This design comes from an exercise in tuning for small area, a short achievable clock period and few clock cycles on the open sky130 flow, not from production work. No functional check of the RTL was part of this run.

$ cat flow/design.v
module JAM (
input CLK,
input RST,
output reg [2:0] W,
output reg [2:0] J,
input [6:0] Cost,
output reg [3:0] MatchCount,
output reg [9:0] MinCost,
output reg Valid );
localparam S_SCAN  = 3'd0;
localparam S_TRANS = 3'd1;
localparam S_AUG   = 3'd2;
localparam S_CS    = 3'd3;
localparam S_CNT   = 3'd4;
localparam S_IDLE  = 3'd5;
reg [2:0] st;
reg [2:0] i;                  
reg [6:0] u  [0:7];           
reg [6:0] nv [0:7];           
reg [6:0] m  [0:7];           
reg [7:0] minf;               
reg [2:0] way [0:7];          
reg [7:0] rf;                 
reg [2:0] p  [0:7];           
reg [7:0] pv;                 
reg [7:0] used;               
reg [7:0] rv;                 
reg [7:0] rvp;                
reg [6:0] Dold;               
reg [7:0] rem;                
reg [63:0] bm;                
reg [7:0] rdy;                
reg [2:0] lv;                 
reg [7:0] fm;                 
reg [7:0] a;                  
reg [9:0] s;                  
reg [6:0] mj;                 
reg       mjinf;
reg [6:0] bestm;
reg       bestinf;
reg [2:0] bestj;
reg [2:0] ap;                 
reg [2:0] ai;                 
reg       aact;
function [3:0] first_one;     
	input [7:0] msk;
	integer k;
	begin
		first_one = 4'd0;
		for (k = 7; k >= 0; k = k - 1)
			if (msk[k])
				first_one = {1'b1, k[2:0]};
	end
endfunction
function amo;                 
	input [7:0] x;
	reg [3:0] a2, o2;
	reg a4l, a4h, o4l, o4h;
	begin
		a2 = {~(x[7] & x[6]), ~(x[5] & x[4]), ~(x[3] & x[2]), ~(x[1] & x[0])};
		o2 = {x[7] | x[6], x[5] | x[4], x[3] | x[2], x[1] | x[0]};
		a4h = a2[3] & a2[2] & ~(o2[3] & o2[2]);
		a4l = a2[1] & a2[0] & ~(o2[1] & o2[0]);
		o4h = o2[3] | o2[2];
		o4l = o2[1] | o2[0];
		amo = a4h & a4l & ~(o4h & o4l);
	end
endfunction
function lt_c;                
	input [6:0] c;
	input [9:0] thr;
	lt_c = ~thr[9] & ({3'd0, c} < thr);
endfunction
integer k;
wire [7:0] acnt  = (st == S_CNT) ? a : 8'd0;
wire [9:0] key   = {3'd0, Cost} + s - {{2{acnt[7]}}, acnt};
wire [9:0] thr_m = {2'd0, mjinf, mjinf ? 7'd0 : mj} - s;
wire [9:0] thr_b = {3'd0, bestm} - s;
wire       kupd  = lt_c(Cost, thr_m);
wire       better = kupd ? (bestinf | lt_c(Cost, thr_b)) : (~mjinf & (bestinf | (mj < bestm)));
wire [3:0] nxt   = first_one(rem);
wire [7:0] remn  = rem & (rem - 8'd1);
wire       rootscan = (W == i);                         
wire       do_trans = (st == S_TRANS) | ((st == S_SCAN) & ~nxt[3] & ~better & ~bestinf);
wire [7:0] freeb = ~(used | (8'd1 << bestj));
wire [3:0] fzb   = first_one(freeb);
wire [2:0] pb    = p[bestj];
wire [6:0] anew  = u[pb] - bestm;                      
wire [7:0] anew8 = {1'b0, u[pb]} - {1'b0, bestm};
wire [7:0] rfnow = (rf | ((st == S_SCAN && kupd && rootscan) ? (8'd1 << J) : 8'd0))
                   & ~((st == S_SCAN && kupd && !rootscan) ? (8'd1 << J) : 8'd0);
wire [2:0] wr = way[ap];
reg  [2:0] nxc;
always @(*) begin
	nxc = 3'd0;
	for (k = 0; k < 8; k = k + 1)
		if (pv[k] && p[k] == wr)
			nxc = k[2:0];
end
wire aug_step = aact;
wire aug_done = aact & (wr == ai);
wire [2:0] in1    = i + 3'd1;
wire       rowend = (rem == 8'd0);
wire [7:0] rem1   = 8'hfe & ~(8'd1 << in1);    
wire [2:0] rown   = (st == S_CS) ? p[0] : p[in1];
wire [6:0] urow   = u[rown] + (rvp[rown] ? Dold : 7'd0);
reg  [63:0] bmw;
reg  [7:0] bad;               
reg  [7:0] fr;
integer q;
wire [7:0] deeper = 8'hfe << lv;
always @(*) begin
	bmw = bm;
	for (q = 0; q < 8; q = q + 1)
		bmw[q * 9] = 1'b1;
	bad = 8'd0;
	for (q = 0; q < 8; q = q + 1) begin
		fr = bmw[q * 8 +: 8] & ~used;
		if (deeper[q] && rdy[q] && amo(fr))
			bad = bad | fr | {8{fr == 8'd0}};
	end
end
wire [7:0] row  = bmw[{lv, 3'd0} +: 8];
wire [7:0] cand = row & ~used & fm & ~bad;
wire [3:0] c1   = first_one(cand);
wire [2:0] lm1  = lv - 3'd1;
wire [2:0] sp   = way[lm1];
reg  [2:0] pidx;
reg  [6:0] dsrc;
always @(*) begin
	dsrc = Dold;
	if (st == S_CNT)
		pidx = rowend ? 3'd0 : nxt[2:0];
	else if (st == S_CS)
		pidx = 3'd1;
	else if (do_trans && pv[bestj])
		pidx = fzb[2:0];
	else if (do_trans) begin
		pidx = 3'd0;                                    
		dsrc = bestm;
	end else
		pidx = nxt[2:0];
end
wire       owes  = used[pidx] & ((st != S_CNT) | (i == 3'd0));
wire [6:0] mport = m[pidx];
wire [6:0] nvr   = nv[pidx];
wire [6:0] nvp   = nvr + (owes ? dsrc - mport : 7'd0);
wire [9:0] sscan = owes ? {3'd0, nvp} : {3'd0, nvr} - {{2{a[7]}}, a};
wire [9:0] stran = {3'd0, nv[fzb[2:0]]} - {3'd0, u[pb]} + {3'd0, bestm};
always @(posedge CLK or posedge RST) begin
	if (RST) begin
		st <= S_SCAN;
		i <= 3'd0;
		W <= 3'd0;
		J <= 3'd0;
		a <= 8'd0;
		s <= 10'd0;
		mj <= 7'd0;
		mjinf <= 1'b1;
		minf <= 8'hff;
		bestinf <= 1'b1;
		bestm <= 7'd0;
		bestj <= 3'd0;
		used <= 8'd0;
		rv <= 8'd0;
		rvp <= 8'd0;
		rf <= 8'd0;
		Dold <= 7'd0;
		rem <= 8'hfe;
		pv <= 8'd0;
		fm <= 8'hff;
		rdy <= 8'd0;
		lv <= 3'd0;
		aact <= 1'b0;
		ap <= 3'd0;
		ai <= 3'd0;
		for (k = 0; k < 8; k = k + 1)
			nv[k] <= 7'd0;
		MinCost <= 10'd0;
		MatchCount <= 4'd0;
		Valid <= 1'b0;
	end else begin
		if (aug_step) begin
			p[ap] <= wr;
			pv[ap] <= 1'b1;
			if (aug_done)
				aact <= 1'b0;
			else
				ap <= nxc;
		end
		case (st)
		S_SCAN: begin
			if (kupd) begin
				m[J] <= key[6:0];
				minf[J] <= 1'b0;
				if (rootscan)
					rf[J] <= 1'b1;
				else begin
					way[J] <= W;
					rf[J] <= 1'b0;
				end
			end
			if (better) begin
				bestm <= kupd ? key[6:0] : mj;
				bestj <= J;
				bestinf <= 1'b0;
			end
			if (rootscan && rvp[J]) begin
				u[J] <= u[J] + Dold;                       
				rvp[J] <= 1'b0;
			end
			if (nxt[3]) begin
				J <= nxt[2:0];
				rem <= remn;
				s <= sscan;
				if (owes) begin
					nv[pidx] <= nvp;
					used[pidx] <= 1'b0;
				end
				mj <= mport;
				mjinf <= minf[nxt[2:0]];
			end else if (better | bestinf)
				st <= S_TRANS;
		end
		S_AUG: begin
			if (aug_done)
				st <= S_CS;
		end
		S_CS: begin
			i <= 3'd0;
			W <= rown;
			a <= {1'b0, urow};
			J <= 3'd1;
			rem <= 8'hfc;
			s <= {3'd0, nvp};
			if (owes) begin
				nv[pidx] <= nvp;
				used[pidx] <= 1'b0;
			end
			st <= S_CNT;
		end
		S_CNT: begin
			if (!rdy[7]) begin
				bm[{i, J}] <= (key == 10'd0);
				s <= {3'd0, nvp};
				if (owes) begin
					nv[pidx] <= nvp;
					used[pidx] <= 1'b0;
				end
				if (rowend) begin
					rdy[i] <= 1'b1;
					a <= {1'b0, urow};
					J <= 3'd0;
					rem <= rem1;
					i <= in1;
					W <= rown;
				end else begin
					J <= nxt[2:0];
					rem <= remn;
				end
			end
			if (rdy[lv]) begin
				if (c1[3] && lv != 3'd7) begin
					way[lv] <= c1[2:0];
					used[c1[2:0]] <= 1'b1;
					lv <= lv + 3'd1;
					fm <= 8'hff;
				end else begin
					if (c1[3])
						MatchCount <= MatchCount + 4'd1;
					if (lv == 3'd0) begin
						Valid <= 1'b1;
						st <= S_IDLE;
					end else begin
						lv <= lm1;
						used[sp] <= 1'b0;
						fm <= 8'hfe << sp;
					end
				end
			end
		end
		default: ;
		endcase
		if (do_trans) begin
			bestinf <= 1'b1;
			if (pv[bestj]) begin
				u[pb] <= anew;
				rv[pb] <= 1'b1;
				a <= anew8;
				used[bestj] <= 1'b1;
				W <= pb;
				J <= fzb[2:0];
				rem <= freeb & (freeb - 8'd1);
				s <= stran;
				if (st == S_SCAN && fzb[2:0] == J && kupd) begin
					mj <= key[6:0];            
					mjinf <= 1'b0;
				end else begin
					mj <= mport;
					mjinf <= minf[fzb[2:0]];
				end
				st <= S_SCAN;
			end else begin
				MinCost <= MinCost + {3'd0, bestm};
				u[i] <= bestm;
				rvp <= rv;
				rv <= 8'd0;
				Dold <= bestm;
				for (k = 0; k < 8; k = k + 1)
					if (rfnow[k])
						way[k] <= i;
				rf <= 8'd0;
				ap <= bestj;
				ai <= i;
				aact <= 1'b1;
				if (i == 3'd7)
					st <= S_AUG;
				else begin
					i <= i + 3'd1;
					W <= i + 3'd1;
					J <= 3'd0;
					rem <= 8'hfe;
					a <= 8'd0;
					minf <= 8'hff;
					mjinf <= 1'b1;
					s <= {3'd0, nvp};
					if (owes) begin
						nv[pidx] <= nvp;
						used[pidx] <= 1'b0;
					end
					st <= S_SCAN;
				end
			end
		end
	end
end
endmodule
$ cat flow/run.sh
#!/bin/bash
# synth_recipe.tcl (not shown) runs the flow's synth.tcl, then flattens the netlist and writes it again
# the make line also repeats each setting of config.mk as NAME=value (left out here)
make -C /OpenROAD-flow-scripts/flow DESIGN_CONFIG=/design/flow/config.mk WORK_HOME=/design/flow/orfs CLKGATE_MAP_FILE= SYNTH_SCRIPT=/design/flow/synth_recipe.tcl finish
$ cat flow/config.mk
export PLATFORM = sky130hd
export DESIGN_NAME = JAM
export DESIGN_NICKNAME = JAM
export VERILOG_FILES = /design/flow/design.v
export SDC_FILE = /design/flow/constraint.sdc
export NUM_CORES = 4
export LEC_CHECK = 0
export CAP_MARGIN = 20
export CORE_MARGIN = 2
export CORE_UTILIZATION = 40
export PLACE_DENSITY = 0.6
export SLEW_MARGIN = 20
$ cat flow/constraint.sdc
create_clock -name core_clock -period 5.0 [get_ports {CLK}]
set_input_delay 1.0000 -clock core_clock [delete_from_list [all_inputs] [get_ports {CLK}]]
set_output_delay 1.0000 -clock core_clock [all_outputs]
set_load 0.01 [all_outputs]
==> summary.txt <==
area by class of cell:
class	instances	area [um2]
Tap cell	1060	1330
Inverter	169	647
Sequential cell	425	11800
Clock buffer	70	1430
Multi-Input combinational cell	2800	20700
Timing Repair Buffer	616	5180
Clock inverter	26	260
Fill cell	7417	39500
cells in the final DEF (no fill, tap or decap), types with 51 or more instances in the layout:
cell type	n
a211oi_1	51
a21o_1	64
a21oi_1	242
a22oi_1	72
buf_4	512
clkbuf_16	52
dfrtp_1	182
edfxtp_1	216
ha_1	150
inv_1	149
mux2_2	80
mux2i_1	142
nand2_1	338
nand2b_1	60
nor2_1	240
o21ai_0	279
o22ai_1	73
xnor2_1	71
metrics by stage:
step                      hold slack, ps  area (um2)  utilization [%]
after global routing                 479       41300             51.2
final                                464       41300             51.2
after detailed placement             461       38300             47.4
after CTS                            472       40700             50.3
after global placement               456       38300             47.4
after floorplan                      432       33400                -
routing by layer:
metal | GRT usage, % | up-vias | share of wire [%]
met3 | 5.48 | 263 | 8.7
met5 | 0 | - | 0.0070
li1 | - | 14458 | -
met1 | 41.1 | 15408 | 44
met2 | 45.5 | 1523 | 44
met4 | 9.51 | 2 | 3.3
sequential cells by signal (all words and copies together) (netlist names), 7 cells and up:
| name | count |
|---|---|
| rem | 8 |
| Dold | 7 |
| a | 8 |
| p | 24 |
| s | 10 |
| rf | 8 |
| bm | 56 |
| MinCost | 10 |
| rdy | 8 |
| bestm | 7 |
| way | 24 |
| minf | 8 |
| rvp | 8 |
| rv | 8 |
| m | 56 |
| mj | 7 |
| used | 8 |
| nv | 56 |
| fm | 8 |
| pv | 8 |
| u | 56 |
logic make-up (layout without fill, tap and decap cells):
logic type,count (synthesis),after routing
AO/OA/AOI/OAI,1204,1204
AND/OR/NAND/NOR,995,995
flip-flops,425,425
buffers and inverters,393,881
multiplexers,298,298
adder cells (fa/ha/maj),191,191
XOR/XNOR,112,112
how the worst max path moves through the flow:
stage	startpoint	end	slack (ps)
6_report	mjinf	nv[4][6]	-2340
3_3_place_gp	mjinf	s[5]	-2280
4_1_cts	mjinf	s[5]	-2230
2_1_floorplan	mjinf	s[5]	-2160
5_1_grt	mjinf	nv[4][6]	-2580
3_5_place_dp	mjinf	s[5]	-2400
timing repair:
item / CTS / global route
pin swaps: 35 / 42
buffers inserted: 46 / 35
gates resized for setup: 105 / 103
setup endpoints to repair: 139 / 174
hold endpoints to repair: 0 / 0
synthesized netlist by cell type (all sizes together) (12+ instances only):
master / n
nand2: 346
o21ai: 312
a21oi: 274
nor2: 265
edfxtp: 216
dfrtp: 184
clkbuf: 179
ha: 172
inv: 163
mux2i: 144
mux2: 136
xnor2: 78
a22oi: 75
o22ai: 74
a21o: 65
nand2b: 63
a211oi: 57
nor3: 52
nand3: 47
buf: 45
nor2b: 43
nand4: 40
and3: 38
a31oi: 35
xor2: 34
a222oi: 33
o211ai: 32
o221ai: 30
a221oi: 29
dfstp: 25
o22a: 25
o21bai: 24
and2: 23
fa: 18
mux4: 18
a31o: 16
a22o: 15
or3: 13
or4: 12
==> metrics.yaml <==
status:
  run_status: "complete, but fails checks"
  failed_checks: "negative setup slack"
synth:
  yosysWarnings: 6
  synth_top_area_share_pct: 19.8
  synthXorXnorAreaFrac_pct: 3.04
  synth_nets: 3817
  syn_area_mm2: 0.0327
  synth_top_family_by_area: "compound AO/OA/AOI/OAI gates"
  synth-adder-area-share_pct: 7.70
  ys_types: 102
  synth_area_per_cell_um2: 9.05
  yosysTopAreaCell: "edfxtp_1"
  synth_compound_area_share_pct: 24.1
  yosys-top-cells-area: "edfxtp_1 (20%), dfrtp_1 (14%), ha_1 (6.6%), o21ai_0 (4.5%), mux2i_1 (4.4%)"
  synth_ff_type: "edfxtp_1"
  synth_seq_cells: 425
  synth.mux.area_fraction_pct: 10.3
  synth_cells: 3618
  ys_seq_area_share_pct: 35.9
  async_flop_share_pct: 49.2
  yosys.area_share.simple_pct: 14.3
  synth_edf_count: 216
critical_path:
  crit_type: "reg2reg"
  r2r_end: "nv[4][6]"
  max_stage_delay_ps: 580
  slowest_stage: "dfstp_2"
  worstSetupEndpointType: "flip-flop"
  critPathTopFamily: "compound AO/OA/AOI/OAI gates"
  reg2reg_depth: 37
  critPathMostFrequentCell: "ha_4"
  rrSetupSlack_ps: -2340
  crit_path_start_kind: "flip-flop"
  crit_buf_inv: 5
  cp_max_fo: 8
  worst_ep_required_time_ps: 5510
  r2r-start: "mjinf"
  cp.arrival_ps: 7850
  cp_num_cells: 37
hold_path:
  hold_depth: 1
  hold_class: "reg2reg"
  hp-start: "MinCost[9]"
  whs_endpoint: "MinCost[9]"
final_layout:
  antenna_cells: 0
  final_cells: 5166
  syn2layout_area_growth_pct: 26.2
  drive_gt1_share_pct: 25.9
  fin_nets: 4262
clock_network:
  clk_latency_ps: 630
  cts_sinks: 425
  cts_tree: "yes"
  cts_root_buffer: "clkbuf_16"
  clockBufferDepth: 3
  cts_made_buffers: 51
  path_clk_slew_ps: 70
  hold_buffers: 0
  htree_num_levels: 2
floorplanning:
  fp.dieW_um: 290
  coreArea_mm2: 0.0808
  initial_core_util_pct: 40.5
  io_pins: 30
  dieArea_mm2: 0.0842
  rows: 104
  die_h_um: 290
grt:
  grt_pass1_wl_um: 191000
  grt_overflow_total: 0
  grt_pass1_vias: 30129
  grt_max_degree: 137
  grt_util_all_layers_pct: 29.3
  antenna_found_initial: 2
routing:
  first_pass_iters: 8
  drt_wl_total_um: 128000
  via_per_inst: 6.13
  ant_nets: 0
  vias: 31654
  drt_iter0_markers: 3678
  drcViolationCount: 0
  wire_per_inst_um: 24.7
placement:
  port_buffers: 29
  placed_cells: 5017
  gp_congestion: 0.993
  dp_worst_setup_slack_ps: -2400
  place_hpwl_um: 95800
sta:
  rsz0062_at_grt: "yes"
  tightest_slew_ps: 1170
  hold_viol_final: 0
  finalCritPeriodShare_pct: 147
  fin_setup_tns_ps: -149200
  clock_skew_ps: 34.4
  finalSetupViolCount: 116
  period_minus_slack_ps: 7340
  drv_slew: 0
  slew-limit-headroom_pct: 21.7
  fmax_mhz: 136
  worst_slack_ps: -2340
flow_run:
  maxCapViolCount: 0

what the ideal ports hide:
The results above use ideal ports. As a check the final layout listed here was re-extracted and re-timed, cells and wires unchanged. Step 1: set_driving_cell puts a clkbuf_16 on CLK and a buf_2 on each other input, an assumption about the parent block. Step 2 adds t to the input delays and takes it off the output delays; t is the mean of the earliest and latest rising clock arrival at the registers after step 1. Input paths then give back, and output paths get back, about the clock's delay inside the block. Slacks: no drivers / after step 1 / after step 2; pairs: no drivers / after step 1.
t (ns): 0.679
setup slack, ns: -2.340 / -2.340 / -2.340
slew at the worst register clock pin (ns): 0.07 / 0.07
For this run, drivers alone change the setup slack by 0.000 ns; drivers and shift together by 0.000 ns.
